Context: an optimization exercise on an open-source flow, tuned for small area and a short achievable clock period. The choices shown serve that exercise and are no tape-out recipe.
Where RTL was checked, it was by simulation tests only, not by an equivalence proof against the original.
The flow treats the clock pin as an ideal source. Dropping or thinning the clock tree relies on that and would not hold on a real chip.
No activity file was given, so power comes from the tool's default toggle rates.

==> inputs of trial 90 <==
## ParallelFIR
module ParallelFIR(input wire clk,
                   input wire signed [7:0] x,
                   output reg signed [17:0] y);
  reg [7:0] x1, x2, x3, x4, x5, x6, x7, x8, x9, x10, x11, x12, x13, x14, x15, x16, x17;
  reg p4_0_0, p4_1_0, p4_1_1, p4_2_0, p4_2_1, p4_3_0, p4_3_1, p4_4_0, p4_4_1, p4_5_0, p4_5_1, p4_6_0, p4_6_1, p4_7_0, p4_7_1, p4_8_0, p4_8_1, p4_9_0, p4_9_1, p4_10_0, p4_10_1, p4_11_0, p4_11_1, p4_12_0, p3_0_0, p3_0_1, p3_1_0, p3_1_1, p3_2_0, p3_2_1, p3_3_0, p3_3_1, p3_4_0, p3_4_1, p3_5_0, p3_5_1, p3_6_0, p3_6_1, p3_7_0, p3_7_1, p3_8_0, p3_8_1, p3_9_0, p3_9_1, p3_10_0, p3_10_1, p3_11_0, p3_11_1, p3_12_0, p3_12_1, p3_13_0, p3_13_1, p3_14_0, p3_14_1, p2_0_0, p2_0_1, p2_1_0, p2_1_1, p2_2_0, p2_2_1, p2_3_0, p2_3_1, p2_4_0, p2_4_1, p2_5_0, p2_5_1, p2_6_0, p2_6_1, p2_7_0, p2_7_1, p2_8_0, p2_8_1, p2_9_0, p2_9_1, p2_10_0, p2_10_1, p2_11_0, p2_11_1, p2_12_0, p2_12_1, p2_13_0, p2_13_1, p2_14_0, p2_14_1, p2_15_0, p2_15_1, p2_16_0, p1_0_0, p1_0_1, p1_1_0, p1_1_1, p1_2_0, p1_2_1, p1_3_0, p1_3_1, p1_4_0, p1_4_1, p1_5_0, p1_5_1, p1_6_0, p1_6_1, p1_7_0, p1_7_1, p1_8_0, p1_8_1, p1_9_0, p1_9_1, p1_10_0, p1_10_1, p1_11_0, p1_11_1, p1_12_0, p1_12_1, p1_13_0, p1_13_1, p1_14_0, p1_14_1, p1_15_0, p1_15_1, p1_16_0, p1_16_1;
  wire [7:0] xo = {~x[7], x[6:0]};
  wire s1, c1;
  FullAdd u1 (.a(x12[2]), .b(x12[1]), .c(x13[0]), .s(s1), .co(c1));
  wire s2, c2;
  FullAdd u2 (.a(x12[3]), .b(x12[2]), .c(x12[0]), .s(s2), .co(c2));
  wire s3, c3;
  FullAdd u3 (.a(x13[1]), .b(x14[3]), .c(x14[1]), .s(s3), .co(c3));
  wire s4, c4;
  FullAdd u4 (.a(x12[4]), .b(x12[3]), .c(x12[1]), .s(s4), .co(c4));
  wire s5, c5;
  ...
clock: 11.0 ns
lec_check: 0
cap_margin: 20
core_margin: 2
core_utilization: 50
slew_margin: 20
synth_hierarchical: 1
synth_minimum_keep_size: 0
standard.sh (not shown) runs the stock make flow with config.mk's settings and CLKGATE_MAP_FILE= SYNTH_SCRIPT=/design/flow/synth_recipe.tcl, a recipe that flattens the netlist after the stock synthesis.
==> flow/flow/run.sh <==
#!/bin/bash
# The standard layout with these changes to how it is made (the SDC and
# its clock period are unchanged):
#  - repair_timing keeps extra setup margin, so that it sizes the design for a
#    shorter achieved period;
#  - the clock tree uses larger sink clusters and no dummy loads, and after CTS
#    its branch level is removed and the root split in two (flatten_clock.tcl),
#    so every register is clocked through one root buffer and one leaf buffer;
#  - the port buffers are buf_2 cells.
# Each tool's full output is in the ORFS logs; make's output is in
# standard_cts.log and standard.log, the clock edit's in flatten_clock.log.
set -e
export SETUP_SLACK_MARGIN=7.95
export CTS_ARGS="-sink_clustering_enable -repair_clock_nets -dont_use_dummy_load -buf_list sky130_fd_sc_hd__clkbuf_16 -sink_clustering_size 30 -sink_clustering_max_diameter 200"
export BUFFER_PORTS_ARGS="-buffer_cell sky130_fd_sc_hd__buf_2"
bash standard.sh cts > standard_cts.log 2>&1
CLK_TWO_ROOTS=1 CTS_ODB=$PWD/orfs/results/$FLOW_PLATFORM/ParallelFIR/base/4_cts.odb openroad -no_init -exit flow/flatten_clock.tcl > flatten_clock.log 2>&1
bash standard.sh > standard.log 2>&1
==> flow/flow/flatten_clock.tcl <==
# Make the clock tree two levels deep: the leaf buffers that CTS hung below
# intermediate branch buffers are moved onto the root, and the branch buffers
# removed; then the leaves are split between two root buffers (east and west
# halves), each placed at the middle of its leaves.  Every register keeps the
# same structure (one root buffer + one leaf buffer) between the clock port and
# its clock pin.
set odb_file $::env(CTS_ODB)
read_db $odb_file
set block [ord::get_db_block]
set clk [$block findNet clk]
set roots {}
foreach it [$clk getITerms] { lappend roots [$it getInst] }
if {[llength $roots] != 1} { puts "root count [llength $roots], nothing done"; exit 0 }
set root [lindex $roots 0]
set rootnet [[$root findITerm X] getNet]
puts "root [$root getName] ([[$root getMaster] getName]) net [$rootnet getName]"
set mids {}
foreach it [$rootnet getITerms] {
  set inst [$it getInst]
  if {$inst eq $root} continue
  set m [[$inst getMaster] getName]
  if {![string match "sky130_fd_sc_hd__clkbuf_*" $m]} { puts "non-buffer load [$inst getName] $m, nothing done"; exit 0 }
  lappend mids $inst
}
set moved 0
foreach mid $mids {
  set out [[$mid findITerm X] getNet]
  set loads {}
  foreach it [$out getITerms] {
    if {[$it getInst] ne $mid} { lappend loads $it }
  }
  set ok 1
  foreach it $loads {
    if {![string match "sky130_fd_sc_hd__clkbuf_*" [[[$it getInst] getMaster] getName]]} { set ok 0 }
  }
  if {!$ok} { puts "[$mid getName] drives registers, kept"; continue }
  foreach it $loads {
    $it disconnect
    $it connect $rootnet
    incr moved
  }
  puts "removed [$mid getName] ([llength $loads] leaves)"
  odb::dbInst_destroy $mid
  odb::dbNet_destroy $out
}
puts "moved $moved leaf buffers onto [$rootnet getName]"

if {[info exists ::env(CLK_TWO_ROOTS)] && $::env(CLK_TWO_ROOTS)} {
  set leaves {}
  foreach it [$rootnet getITerms] {
    if {[$it getInst] ne $root} { lappend leaves $it }
  }
  if {[llength $leaves] >= 4} {
    # split by x at the median
    set xs {}
    foreach it $leaves { lappend xs [list [lindex [[$it getInst] getLocation] 0] $it] }
    set xs [lsort -integer -index 0 $xs]
    set half [expr {[llength $xs] / 2}]
    set west [lrange $xs 0 [expr {$half - 1}]]
    set east [lrange $xs $half end]
    set master [$root getMaster]
    set root2 [odb::dbInst_create $block $master "clkbuf_0b_clk"]
    set net2 [odb::dbNet_create $block "clknet_0b_clk"]
    $net2 setSigType CLOCK
    [$root2 findITerm A] connect $clk
    [$root2 findITerm X] connect $net2
    foreach e $east {
      set it [lindex $e 1]
      $it disconnect
      $it connect $net2
    }
    # place each root at the centroid of its leaves
    foreach pair [list [list $root $west] [list $root2 $east]] {
      set inst [lindex $pair 0]
      set sx 0; set sy 0; set n 0
      foreach e [lindex $pair 1] {
        set loc [[[lindex $e 1] getInst] getLocation]
        incr sx [lindex $loc 0]; incr sy [lindex $loc 1]; incr n
      }
      $inst setLocation [expr {$sx / $n}] [expr {$sy / $n}]
      $inst setPlacementStatus PLACED
    }
    puts "two roots: [llength $west] west, [llength $east] east leaves"
    detailed_placement
    check_placement
  }
}
write_db $odb_file
==> inputs of build 95, as changes to trial 90 <==
==> flow/flow/run.sh (replaced) <==
#!/bin/bash
# The standard layout with these changes to how it is made (the SDC and
# its clock period are unchanged):
#  - repair_timing keeps extra setup margin, so that it sizes the design for a
#    shorter achieved period;
#  - the clock tree uses larger sink clusters and no dummy loads, and after CTS
#    its branch level is removed and the root split in four (flatten_clock.tcl),
#    so every register is clocked through one root buffer and one leaf buffer;
#  - the port buffers are buf_2 cells.
# Each tool's full output is in the ORFS logs; make's output is in
# standard_cts.log and standard.log, the clock edit's in flatten_clock.log.
set -e
export SETUP_SLACK_MARGIN=8.05
export CTS_ARGS="-sink_clustering_enable -repair_clock_nets -dont_use_dummy_load -buf_list sky130_fd_sc_hd__clkbuf_16 -sink_clustering_size 30 -sink_clustering_max_diameter 200"
export BUFFER_PORTS_ARGS="-buffer_cell sky130_fd_sc_hd__buf_2"
bash standard.sh cts > standard_cts.log 2>&1
CLK_ROOTS=4 CTS_ODB=$PWD/orfs/results/$FLOW_PLATFORM/ParallelFIR/base/4_cts.odb openroad -no_init -exit flow/flatten_clock.tcl > flatten_clock.log 2>&1
bash standard.sh > standard.log 2>&1
==> flow/flow/flatten_clock.tcl (replaced) <==
# Make the clock tree two levels deep: the leaf buffers that CTS hung below
# intermediate branch buffers are moved onto the root, and the branch buffers
# removed; then the leaves are split between CLK_ROOTS root buffers (2: west and
# east halves, 4: quarters), each placed at the middle of its leaves.  Every register keeps the
# same structure (one root buffer + one leaf buffer) between the clock port and
# its clock pin.
set odb_file $::env(CTS_ODB)
read_db $odb_file
set block [ord::get_db_block]
set clk [$block findNet clk]
set roots {}
foreach it [$clk getITerms] { lappend roots [$it getInst] }
if {[llength $roots] != 1} { puts "root count [llength $roots], nothing done"; exit 0 }
set root [lindex $roots 0]
set rootnet [[$root findITerm X] getNet]
puts "root [$root getName] ([[$root getMaster] getName]) net [$rootnet getName]"
set mids {}
foreach it [$rootnet getITerms] {
  set inst [$it getInst]
  if {$inst eq $root} continue
  set m [[$inst getMaster] getName]
  if {![string match "sky130_fd_sc_hd__clkbuf_*" $m]} { puts "non-buffer load [$inst getName] $m, nothing done"; exit 0 }
  lappend mids $inst
}
set moved 0
foreach mid $mids {
  set out [[$mid findITerm X] getNet]
  set loads {}
  foreach it [$out getITerms] {
    if {[$it getInst] ne $mid} { lappend loads $it }
  }
  set ok 1
  foreach it $loads {
    if {![string match "sky130_fd_sc_hd__clkbuf_*" [[[$it getInst] getMaster] getName]]} { set ok 0 }
  }
  if {!$ok} { puts "[$mid getName] drives registers, kept"; continue }
  foreach it $loads {
    $it disconnect
    $it connect $rootnet
    incr moved
  }
  puts "removed [$mid getName] ([llength $loads] leaves)"
  odb::dbInst_destroy $mid
  odb::dbNet_destroy $out
}
puts "moved $moved leaf buffers onto [$rootnet getName]"

set nroots 1
if {[info exists ::env(CLK_ROOTS)]} { set nroots $::env(CLK_ROOTS) }
if {$nroots > 1} {
  set leaves {}
  foreach it [$rootnet getITerms] {
    if {[$it getInst] ne $root} { lappend leaves $it }
  }
  if {[llength $leaves] >= 2 * $nroots} {
    # split the leaves into nroots groups of neighbours: by x, then each
    # half by y when there are four
    set xs {}
    foreach it $leaves { lappend xs [list [lindex [[$it getInst] getLocation] 0] [lindex [[$it getInst] getLocation] 1] $it] }
    set xs [lsort -integer -index 0 $xs]
    set half [expr {[llength $xs] / 2}]
    set groups [list [lrange $xs 0 [expr {$half - 1}]] [lrange $xs $half end]]
    if {$nroots == 4} {
      set g4 {}
      foreach g $groups {
        set g [lsort -integer -index 1 $g]
        set h [expr {[llength $g] / 2}]
        lappend g4 [lrange $g 0 [expr {$h - 1}]] [lrange $g $h end]
      }
      set groups $g4
    }
    set master [$root getMaster]
    set k 0
    foreach g $groups {
      if {$k == 0} {
        set inst $root
      } else {
        set inst [odb::dbInst_create $block $master "clkbuf_0_${k}_clk"]
        set net [odb::dbNet_create $block "clknet_0_${k}_clk"]
        $net setSigType CLOCK
        [$inst findITerm A] connect $clk
        [$inst findITerm X] connect $net
        foreach e $g {
          set it [lindex $e 2]
          $it disconnect
          $it connect $net
        }
      }
      set sx 0; set sy 0; set n 0
      foreach e $g { incr sx [lindex $e 0]; incr sy [lindex $e 1]; incr n }
      $inst setLocation [expr {$sx / $n}] [expr {$sy / $n}]
      $inst setPlacementStatus PLACED
      incr k
    }
    puts "$nroots roots: [join [lmap g $groups {llength $g}] { }] leaves"
    detailed_placement
    check_placement
  }
}
write_db $odb_file
==> inputs of trial 18, as changes to trial 90 <==
--- a/flow/design.v
+++ b/flow/design.v
@@ -796,37 +796,49 @@
   wire g423 = gp[13] | (pp[13] & gp[12]);
   wire q423 = pp[13] & pp[12];
   wire g424 = gp[15] | (pp[15] & gp[14]);
   wire q424 = pp[15] & pp[14];
   wire g425 = gp[17] | (pp[17] & gp[16]);
   wire q425 = pp[17] & pp[16];
-  wire g426 = g418 | (q418 & g417);
-  wire g427 = g420 | (q420 & g419);
-  wire q427 = q420 & q419;
-  wire g428 = g422 | (q422 & g421);
-  wire q428 = q422 & q421;
-  wire g429 = g424 | (q424 & g423);
-  wire q429 = q424 & q423;
-  wire g430 = g427 | (q427 & g426);
-  wire g431 = g429 | (q429 & g428);
-  wire q431 = q429 & q428;
-  wire g432 = g431 | (q431 & g430);
-  wire g433 = g428 | (q428 & g430);
-  wire g434 = g419 | (q419 & g426);
-  wire g435 = g421 | (q421 & g430);
-  wire g436 = g423 | (q423 & g433);
-  wire g437 = g425 | (q425 & g432);
-  wire g438 = gp[2] | (pp[2] & g417);
-  wire g439 = gp[4] | (pp[4] & g426);
-  wire g440 = gp[6] | (pp[6] & g434);
-  wire g441 = gp[8] | (pp[8] & g430);
-  wire g442 = gp[10] | (pp[10] & g435);
-  wire g443 = gp[12] | (pp[12] & g433);
-  wire g444 = gp[14] | (pp[14] & g436);
-  wire g445 = gp[16] | (pp[16] & g432);
-  wire [17:0] cy = {g445, g432, g444, g436, g443, g433, g442, g435, g441, g430, g440, g434, g439, g426, g438, g417, gp[0], 1'b0};
+  wire g426 = gp[2] | (pp[2] & g417);
+  wire g427 = g418 | (q418 & g417);
+  wire g428 = gp[6] | (pp[6] & g419);
+  wire q428 = pp[6] & q419;
+  wire g429 = g420 | (q420 & g419);
+  wire q429 = q420 & q419;
+  wire g430 = gp[10] | (pp[10] & g421);
+  wire q430 = pp[10] & q421;
+  wire g431 = g422 | (q422 & g421);
+  wire q431 = q422 & q421;
+  wire g432 = gp[14] | (pp[14] & g423);
+  wire q432 = pp[14] & q423;
+  wire g433 = g424 | (q424 & g423);
+  wire q433 = q424 & q423;
+  wire g434 = gp[4] | (pp[4] & g427);
+  wire g435 = g419 | (q419 & g427);
+  wire g436 = g428 | (q428 & g427);
+  wire g437 = g429 | (q429 & g427);
+  wire g438 = gp[12] | (pp[12] & g431);
+  wire q438 = pp[12] & q431;
+  wire g439 = g423 | (q423 & g431);
+  wire q439 = q423 & q431;
+  wire g440 = g432 | (q432 & g431);
+  wire q440 = q432 & q431;
+  wire g441 = g433 | (q433 & g431);
+  wire q441 = q433 & q431;
+  wire g442 = gp[8] | (pp[8] & g437);
+  wire g443 = g421 | (q421 & g437);
+  wire g444 = g430 | (q430 & g437);
+  wire g445 = g431 | (q431 & g437);
+  wire g446 = g438 | (q438 & g437);
+  wire g447 = g439 | (q439 & g437);
+  wire g448 = g440 | (q440 & g437);
+  wire g449 = g441 | (q441 & g437);
+  wire g450 = gp[16] | (pp[16] & g449);
+  wire g451 = g425 | (q425 & g449);
+  wire [17:0] cy = {g450, g449, g448, g447, g446, g445, g444, g443, g442, g437, g436, g435, g434, g427, g426, g417, gp[0], 1'b0};
   wire [17:0] sum = pp ^ cy;
   always @(posedge clk) begin
     x1 <= xo;
     x2 <= x1;
     x3 <= ~x2;
     x4 <= x3;
==> inputs of trial 78, as changes to trial 90 <==
==> flow/flow/run.sh (replaced) <==
#!/bin/bash
# The standard layout with these changes to how it is made (the SDC and
# its clock period are unchanged):
#  - repair_timing keeps extra setup margin, so that it sizes the design for a
#    shorter achieved period;
#  - the clock tree uses larger sink clusters and no dummy loads, and after CTS
#    its branch level is removed and the root split in four (flatten_clock.tcl),
#    so every register is clocked through one root buffer and one leaf buffer;
#  - the port buffers are buf_2 cells.
# Each tool's full output is in the ORFS logs; make's output is in
# standard_cts.log and standard.log, the clock edit's in flatten_clock.log.
set -e
export SETUP_SLACK_MARGIN=7.95
export CTS_ARGS="-sink_clustering_enable -repair_clock_nets -dont_use_dummy_load -buf_list sky130_fd_sc_hd__clkbuf_16 -sink_clustering_size 30 -sink_clustering_max_diameter 200"
export BUFFER_PORTS_ARGS="-buffer_cell sky130_fd_sc_hd__buf_2"
bash standard.sh cts > standard_cts.log 2>&1
CLK_ROOTS=4 CTS_ODB=$PWD/orfs/results/$FLOW_PLATFORM/ParallelFIR/base/4_cts.odb openroad -no_init -exit flow/flatten_clock.tcl > flatten_clock.log 2>&1
bash standard.sh > standard.log 2>&1
==> flow/flow/flatten_clock.tcl (replaced) <==
# Make the clock tree two levels deep: the leaf buffers that CTS hung below
# intermediate branch buffers are moved onto the root, and the branch buffers
# removed; then the leaves are split between CLK_ROOTS root buffers (2: west and
# east halves, 4: quarters), each placed at the middle of its leaves.  Every register keeps the
# same structure (one root buffer + one leaf buffer) between the clock port and
# its clock pin.
set odb_file $::env(CTS_ODB)
read_db $odb_file
set block [ord::get_db_block]
set clk [$block findNet clk]
set roots {}
foreach it [$clk getITerms] { lappend roots [$it getInst] }
if {[llength $roots] != 1} { puts "root count [llength $roots], nothing done"; exit 0 }
set root [lindex $roots 0]
set rootnet [[$root findITerm X] getNet]
puts "root [$root getName] ([[$root getMaster] getName]) net [$rootnet getName]"
set mids {}
foreach it [$rootnet getITerms] {
  set inst [$it getInst]
  if {$inst eq $root} continue
  set m [[$inst getMaster] getName]
  if {![string match "sky130_fd_sc_hd__clkbuf_*" $m]} { puts "non-buffer load [$inst getName] $m, nothing done"; exit 0 }
  lappend mids $inst
}
set moved 0
foreach mid $mids {
  set out [[$mid findITerm X] getNet]
  set loads {}
  foreach it [$out getITerms] {
    if {[$it getInst] ne $mid} { lappend loads $it }
  }
  set ok 1
  foreach it $loads {
    if {![string match "sky130_fd_sc_hd__clkbuf_*" [[[$it getInst] getMaster] getName]]} { set ok 0 }
  }
  if {!$ok} { puts "[$mid getName] drives registers, kept"; continue }
  foreach it $loads {
    $it disconnect
    $it connect $rootnet
    incr moved
  }
  puts "removed [$mid getName] ([llength $loads] leaves)"
  odb::dbInst_destroy $mid
  odb::dbNet_destroy $out
}
puts "moved $moved leaf buffers onto [$rootnet getName]"

set nroots 1
if {[info exists ::env(CLK_ROOTS)]} { set nroots $::env(CLK_ROOTS) }
if {$nroots > 1} {
  set leaves {}
  foreach it [$rootnet getITerms] {
    if {[$it getInst] ne $root} { lappend leaves $it }
  }
  if {[llength $leaves] >= 2 * $nroots} {
    # split the leaves into nroots groups of neighbours: by x, then each
    # half by y when there are four
    set xs {}
    foreach it $leaves { lappend xs [list [lindex [[$it getInst] getLocation] 0] [lindex [[$it getInst] getLocation] 1] $it] }
    set xs [lsort -integer -index 0 $xs]
    set half [expr {[llength $xs] / 2}]
    set groups [list [lrange $xs 0 [expr {$half - 1}]] [lrange $xs $half end]]
    if {$nroots == 4} {
      set g4 {}
      foreach g $groups {
        set g [lsort -integer -index 1 $g]
        set h [expr {[llength $g] / 2}]
        lappend g4 [lrange $g 0 [expr {$h - 1}]] [lrange $g $h end]
      }
      set groups $g4
    }
    set master [$root getMaster]
    set k 0
    foreach g $groups {
      if {$k == 0} {
        set inst $root
      } else {
        set inst [odb::dbInst_create $block $master "clkbuf_0_${k}_clk"]
        set net [odb::dbNet_create $block "clknet_0_${k}_clk"]
        $net setSigType CLOCK
        [$inst findITerm A] connect $clk
        [$inst findITerm X] connect $net
        foreach e $g {
          set it [lindex $e 2]
          $it disconnect
          $it connect $net
        }
      }
      set sx 0; set sy 0; set n 0
      foreach e $g { incr sx [lindex $e 0]; incr sy [lindex $e 1]; incr n }
      $inst setLocation [expr {$sx / $n}] [expr {$sy / $n}]
      $inst setPlacementStatus PLACED
      incr k
    }
    puts "$nroots roots: [join [lmap g $groups {llength $g}] { }] leaves"
    detailed_placement
    check_placement
  }
}
write_db $odb_file
==> results.rst <==
.. list-table::
   :header-rows: 1

   * - Metric
     - Value
   * - Result of the run
     - no timing/DRC/antenna violations
   * - Post-synthesis simple-gate area fraction
     - 0.2330%
   * - Die ar.
     - 0.02818 mm²
   * - Count of different cell masters after synthesis
     - 22
   * - Logic pwr share
     - 56.2%
   * - Overall power after layout
     - 4.571 mW
   * - Total of cells resized after clock tree synthesis
     - 12
   * - Fillers
     - 2165
   * - Min-Delay Endpoint
     - x16[0]
   * - Worst R2R Setup Slack
     - 8.06 ns
-- figures above: trial 90

==> results.rst <==
.. list-table::
   :header-rows: 1

   * - Metric
     - Value
   * - Die ar.
     - 0.02818 mm²
   * - Count of different cell masters after synthesis
     - 22
   * - Site row count
     - 59
   * - Logic pwr share
     - 55.9%
   * - Worst Path Max Fanout
     - 1
   * - Total of cells resized after clock tree synthesis
     - 12
   * - Worst R2R Setup Slack
     - 8.06 ns
   * - Result of the run
     - no timing/DRC/antenna violations
   * - Overall power after layout
     - 4.605 mW
   * - Min-Delay Endpoint
     - x16[0]
-- figures above: trial 78

==> results.rst <==
.. list-table::
   :header-rows: 1

   * - Metric
     - Value
   * - Overall power after layout
     - 4.637 mW
   * - Post-synthesis simple-gate area fraction
     - 0.2330%
   * - Min-Delay Endpoint
     - x16[0]
   * - Die ar.
     - 0.02818 mm²
   * - Result of the run
     - no timing/DRC/antenna violations
   * - Logic pwr share
     - 56.2%
   * - Worst R2R Setup Slack
     - 8.08 ns
   * - Count of different cell masters after synthesis
     - 22
-- figures above: build 95

==> results.rst <==
.. list-table::
   :header-rows: 1

   * - Metric
     - Value
   * - Total of cells resized after clock tree synthesis
     - 17
   * - Fillers
     - 2125
   * - Logic pwr share
     - 56.3%
   * - Min-Delay Endpoint
     - x14[6]
   * - Count of different cell masters after synthesis
     - 27
   * - Worst R2R Setup Slack
     - 8.03 ns
   * - Result of the run
     - no timing/DRC/antenna violations
-- figures above: trial 18

Function not checked in trial 18: the RTL went through the layout flow alone.

## static timing again, ports no longer ideal
The results above use ideal ports. As a check the final layouts listed here were re-extracted and re-timed, cells and wires unchanged.
Step 1, drivers: a clkbuf_16 drives clk and a buf_2 each remaining input, both assumed.
Step 2, shift: input delay + t, output delay - t, t = (earliest + latest rising clock arrival at the registers) / 2. This alone moves slack from input paths to output paths.
Slacks: ideal ports / drivers / drivers and shift; pairs: ideal ports / drivers.
run	shift t [ns]	setup WS [ns]	clock arrival spread, ns	cell pins on the clock port's net
trial 90	0.386	8.002 / 7.938 / 8.062	0.067 / 0.066	2
build 95	0.381	8.037 / 7.940 / 8.075	0.082 / 0.081	4
trial 18	0.386	7.996 / 7.928 / 8.034	0.067 / 0.067	2
trial 78	0.381	8.036 / 7.939 / 8.056	0.083 / 0.082	4
After both steps every run listed still meets setup and hold.
